Background: an optimization exercise with open tools, aiming at small area. Do not read the settings as production practice. RTL that was checked went through simulation tests only; none was proved equivalent to the original. Power figures rest on the tool's default switching activity, not on a simulated workload.

Design IDPManager, start of the top module:
module IDPManager(
    input clk,
    input rst_n,
    output MEM_REQ,
    output [31:0] MEM_ADDR,
    output [3:0] MEM_CMD,
    input  [31:0] MEM_DIN,
    input  MEM_VLD,
    input  MEM_FIN,
    input  MEM_IDP_SEL,
    input  pxMem_WR_RDY,
    output pxMem_WR_VLD,
    input  pxMem_GRANT,
    output pxMem_WR_REQ,
    output [19:0] pxMem_Addr,
    output [3:0] pxMem_burst,
    output [15:0] pxMem_out,
    output [19:0] track_din,
    output track_write,
    input  IDP_START,
    output IDP_STATUS,
    input  [31:0] CFG_READ_START_ADDR,
    input  [8:0] CFG_WIDTH,
    input  [8:0] CFG_HEIGHT,
    input  [9:0] CFG_NUM_FMAP
);
clock: 16.0 ns
lec_check: 0
cap_margin: 20
core_margin: 2
core_utilization: 40
slew_margin: 20
standard.sh (not shown) runs the stock make flow with config.mk's settings and CLKGATE_MAP_FILE= SYNTH_SCRIPT=/design/flow/synth_recipe.tcl, a recipe that flattens the netlist after the stock synthesis.
==> flow/flow/run.sh <==
#!/bin/bash
# The standard layout (standard synthesis, floorplan, power grid, placement,
# CTS, routing), with two changes: port buffers use the smallest buffer cell,
# and CTS uses small clock buffers without dummy loads.
set -euo pipefail
bash standard.sh \
  "BUFFER_PORTS_ARGS=-buffer_cell sky130_fd_sc_hd__buf_1" \
  "CTS_ARGS=-sink_clustering_enable -repair_clock_nets -buf_list {sky130_fd_sc_hd__clkbuf_4} -sink_clustering_size 10 -sink_clustering_max_diameter 40 -dont_use_dummy_load" \
  finish > flow_make.log 2>&1
The baseline finished clean.
Rerun with:
--- a/flow/flow/run.sh
+++ b/flow/flow/run.sh
@@ -7,3 +7,3 @@
   "BUFFER_PORTS_ARGS=-buffer_cell sky130_fd_sc_hd__buf_1" \
-  "CTS_ARGS=-sink_clustering_enable -repair_clock_nets -buf_list {sky130_fd_sc_hd__clkbuf_4} -sink_clustering_size 10 -sink_clustering_max_diameter 40 -dont_use_dummy_load" \
+  "CTS_ARGS=-sink_clustering_enable -repair_clock_nets -buf_list {sky130_fd_sc_hd__clkbuf_8} -sink_clustering_size 16 -sink_clustering_max_diameter 50 -dont_use_dummy_load" \
   finish > flow_make.log 2>&1
After rerunning: The new run finished with timing, DRC and antenna clean; final area grows by 0.64%; worst setup slack hardly moves; sequential share of layout area is lower by 0.34 points; area after synthesis stays the same; power goes up by about 3%; wire length hardly moves; register-to-register slack gets worse by 30 ps; core utilization rose by 0.28 points; clock power came out higher by 14%; non-clock buffer count is unchanged.
Rerun with:
--- a/flow/flow/run.sh
+++ b/flow/flow/run.sh
@@ -7,3 +7,3 @@
   "BUFFER_PORTS_ARGS=-buffer_cell sky130_fd_sc_hd__buf_1" \
-  "CTS_ARGS=-sink_clustering_enable -repair_clock_nets -buf_list {sky130_fd_sc_hd__clkbuf_8} -sink_clustering_size 16 -sink_clustering_max_diameter 50 -dont_use_dummy_load" \
+  "CTS_ARGS=-sink_clustering_enable -repair_clock_nets -buf_list {sky130_fd_sc_hd__clkbuf_4} -dont_use_dummy_load" \
   finish > flow_make.log 2>&1
Wire length went up by 1.0%.
Cell area climbs by 0.90%.
Setup slack barely changes.
Core utilization rose by 0.40 points.
Register-to-register slack degrades by 80 ps.
Count of clock-buffer cells in the layout rises by 57.
Power rises by 3.2%.
Critical path depth stays the same.
Cell count went up by about 2.8%.
Die area does not change.
Clock skew rises by 5.4 ps.
No run of this note included a check of the RTL's function; only the layout flow was run.

* * *

== the baseline ==
IDPManager, a different RTL version from the one above (not shown whole).
For scale: ~1400 cells after synthesis, about 370 flip-flops, about 200 I/O pins.
Settings: LEC_CHECK=0, CAP_MARGIN=20, CORE_MARGIN=2, CORE_UTILIZATION=60, GPL_ROUTABILITY_DRIVEN=0, GPL_TIMING_DRIVEN=0, PLACE_DENSITY=0.7, SLEW_MARGIN=20; clock period 16.0 ns.
==> flow/flow/run.sh <==
#!/bin/bash
# The standard layout (standard synthesis, floorplan, power grid, placement,
# CTS, routing), with two changes: port buffers use the smallest buffer cell,
# and CTS uses small clock buffers without dummy loads.
set -euo pipefail
bash standard.sh \
  "BUFFER_PORTS_ARGS=-buffer_cell sky130_fd_sc_hd__buf_1" \
  "CTS_ARGS=-sink_clustering_enable -repair_clock_nets -buf_list {sky130_fd_sc_hd__clkbuf_4} -sink_clustering_size 10 -sink_clustering_max_diameter 40 -dont_use_dummy_load" \
  finish > flow_make.log 2>&1
In summary, the baseline completed successfully, with a layout that passed the timing, DRC and antenna checks.
--- input diff the baseline..the candidate ---
Settings: removing GPL_TIMING_DRIVEN (formerly 0); removing GPL_ROUTABILITY_DRIVEN (formerly 0).
### Flow results
- Post-layout net count (the baseline / the candidate): 1.06
- The candidate against the baseline: area of the multi-input gates was more or less identical; part of the power in combinational logic has decreased; power attributed to combinational cells dropped about 3%; utilization of the core after routing has decreased.
- Post-route fraction of the period consumed by the critical path ends up lower on the candidate.
- Diff the baseline -> the candidate: total of clock buffers placed in the layout increased by 1 relative to the old numbers; cell count decreased by 108 relative to the old numbers.
- [the candidate vs the baseline] arrival time at the worst endpoint: lower in the candidate

* * *

## rev 12
IDPManager again, from the RTL that the note above started with.
==> flow/config.mk <==
export PLATFORM = sky130hd
export DESIGN_NAME = IDPManager
export DESIGN_NICKNAME = IDPManager
export VERILOG_FILES = /design/flow/design.v
export SDC_FILE = /design/flow/constraint.sdc
export NUM_CORES = 4
export LEC_CHECK = 0
export CAP_MARGIN = 0
export CORE_MARGIN = 2
export CORE_UTILIZATION = 60
export PLACE_DENSITY = 0.7
export SLEW_MARGIN = 0
==> flow/constraint.sdc <==
create_clock -name core_clock -period 16.0 [get_ports {clk}]
set_input_delay 3.2000 -clock core_clock [delete_from_list [all_inputs] [get_ports {clk}]]
set_output_delay 3.2000 -clock core_clock [all_outputs]
set_load 0.01 [all_outputs]
Scripts as last shown in full above: flow/flow/run.sh
Both conditions hold for rev 12: the flow ran to the end and the final layout passed the timing, DRC and antenna checks.
[inputs] rev 13 vs rev 12
# rev 12
export LEC_CHECK = 0
export CAP_MARGIN = 0
export CORE_MARGIN = 2
export CORE_UTILIZATION = 60
export PLACE_DENSITY = 0.7
export SLEW_MARGIN = 0
create_clock -name core_clock -period 16.0 [get_ports {clk}]
# rev 13
export LEC_CHECK = 0
export CAP_MARGIN = 20
export CORE_MARGIN = 2
export CORE_UTILIZATION = 40
export SLEW_MARGIN = 20
create_clock -name core_clock -period 16.0 [get_ports {clk}]
Results
When rev 13 is set beside rev 12, its number of antenna repair diodes turns out to be 1 larger.
The placeable core region in rev 13 is 1.5 times that in rev 12.
Taking rev 12 as the reference, in rev 13 depth of the critical timing path with buffers and inverters included was more or less identical, worst slew margin relative to its limit +5.8 points.
Per the comparison of rev 13 with rev 12, peak clock frequency supported by timing dropped 1.0%; maximum single-stage delay on the critical path rose by 80 ps.
Number of ordinary and repair buffers in the finished layout delta for rev 13 relative to rev 12: 1.9% higher
Compared with rev 12, rev 13 ends up with a larger final cell area.
Looking at final cell utilization of the core, rev 13 sits below rev 12.
Sort rev 13 and rev 12 by via count of the first global-routing pass desc -> top: rev 12
Clock transition at the registers of the reported paths essentially unchanged between rev 13 and rev 12.

-- what the ideal ports hide --
No port has a modelled driver above. Below, the same layouts with a new extraction and two added sets of constraints. Step 1 sets driving cells, clkbuf_16 on the clock port and buf_2 on the other inputs (assumed; they add their load-dependent delay and slew). Step 2, shift: input delay + t, output delay - t, t = (earliest + latest rising clock arrival at the registers) / 2. This alone moves slack from input paths to output paths. Slacks: ideal ports / drivers / drivers and shift; pairs: ideal ports / drivers.
run | t (ns) | setup slack, ns | clock arrival spread, ns
the first run of note 1 | 0.831 | 0.820 / 0.798 / 0.798 | 0.151 / 0.151
the second run of note 1 | 0.642 | 0.821 / 0.799 / 0.799 | 0.139 / 0.139
the third run of note 1 | 0.822 | 0.820 / 0.798 / 0.798 | 0.146 / 0.145
the baseline | 0.735 | 0.638 / 0.617 / 0.617 | 0.156 / 0.156
the candidate | 0.738 | 0.932 / 0.912 / 0.912 | 0.106 / 0.106
rev 12 | 0.741 | 0.929 / 0.909 / 0.909 | 0.110 / 0.110
rev 13 | 0.750 | 0.773 / 0.751 / 0.751 | 0.114 / 0.114
After both steps setup and hold are still met in every run listed.
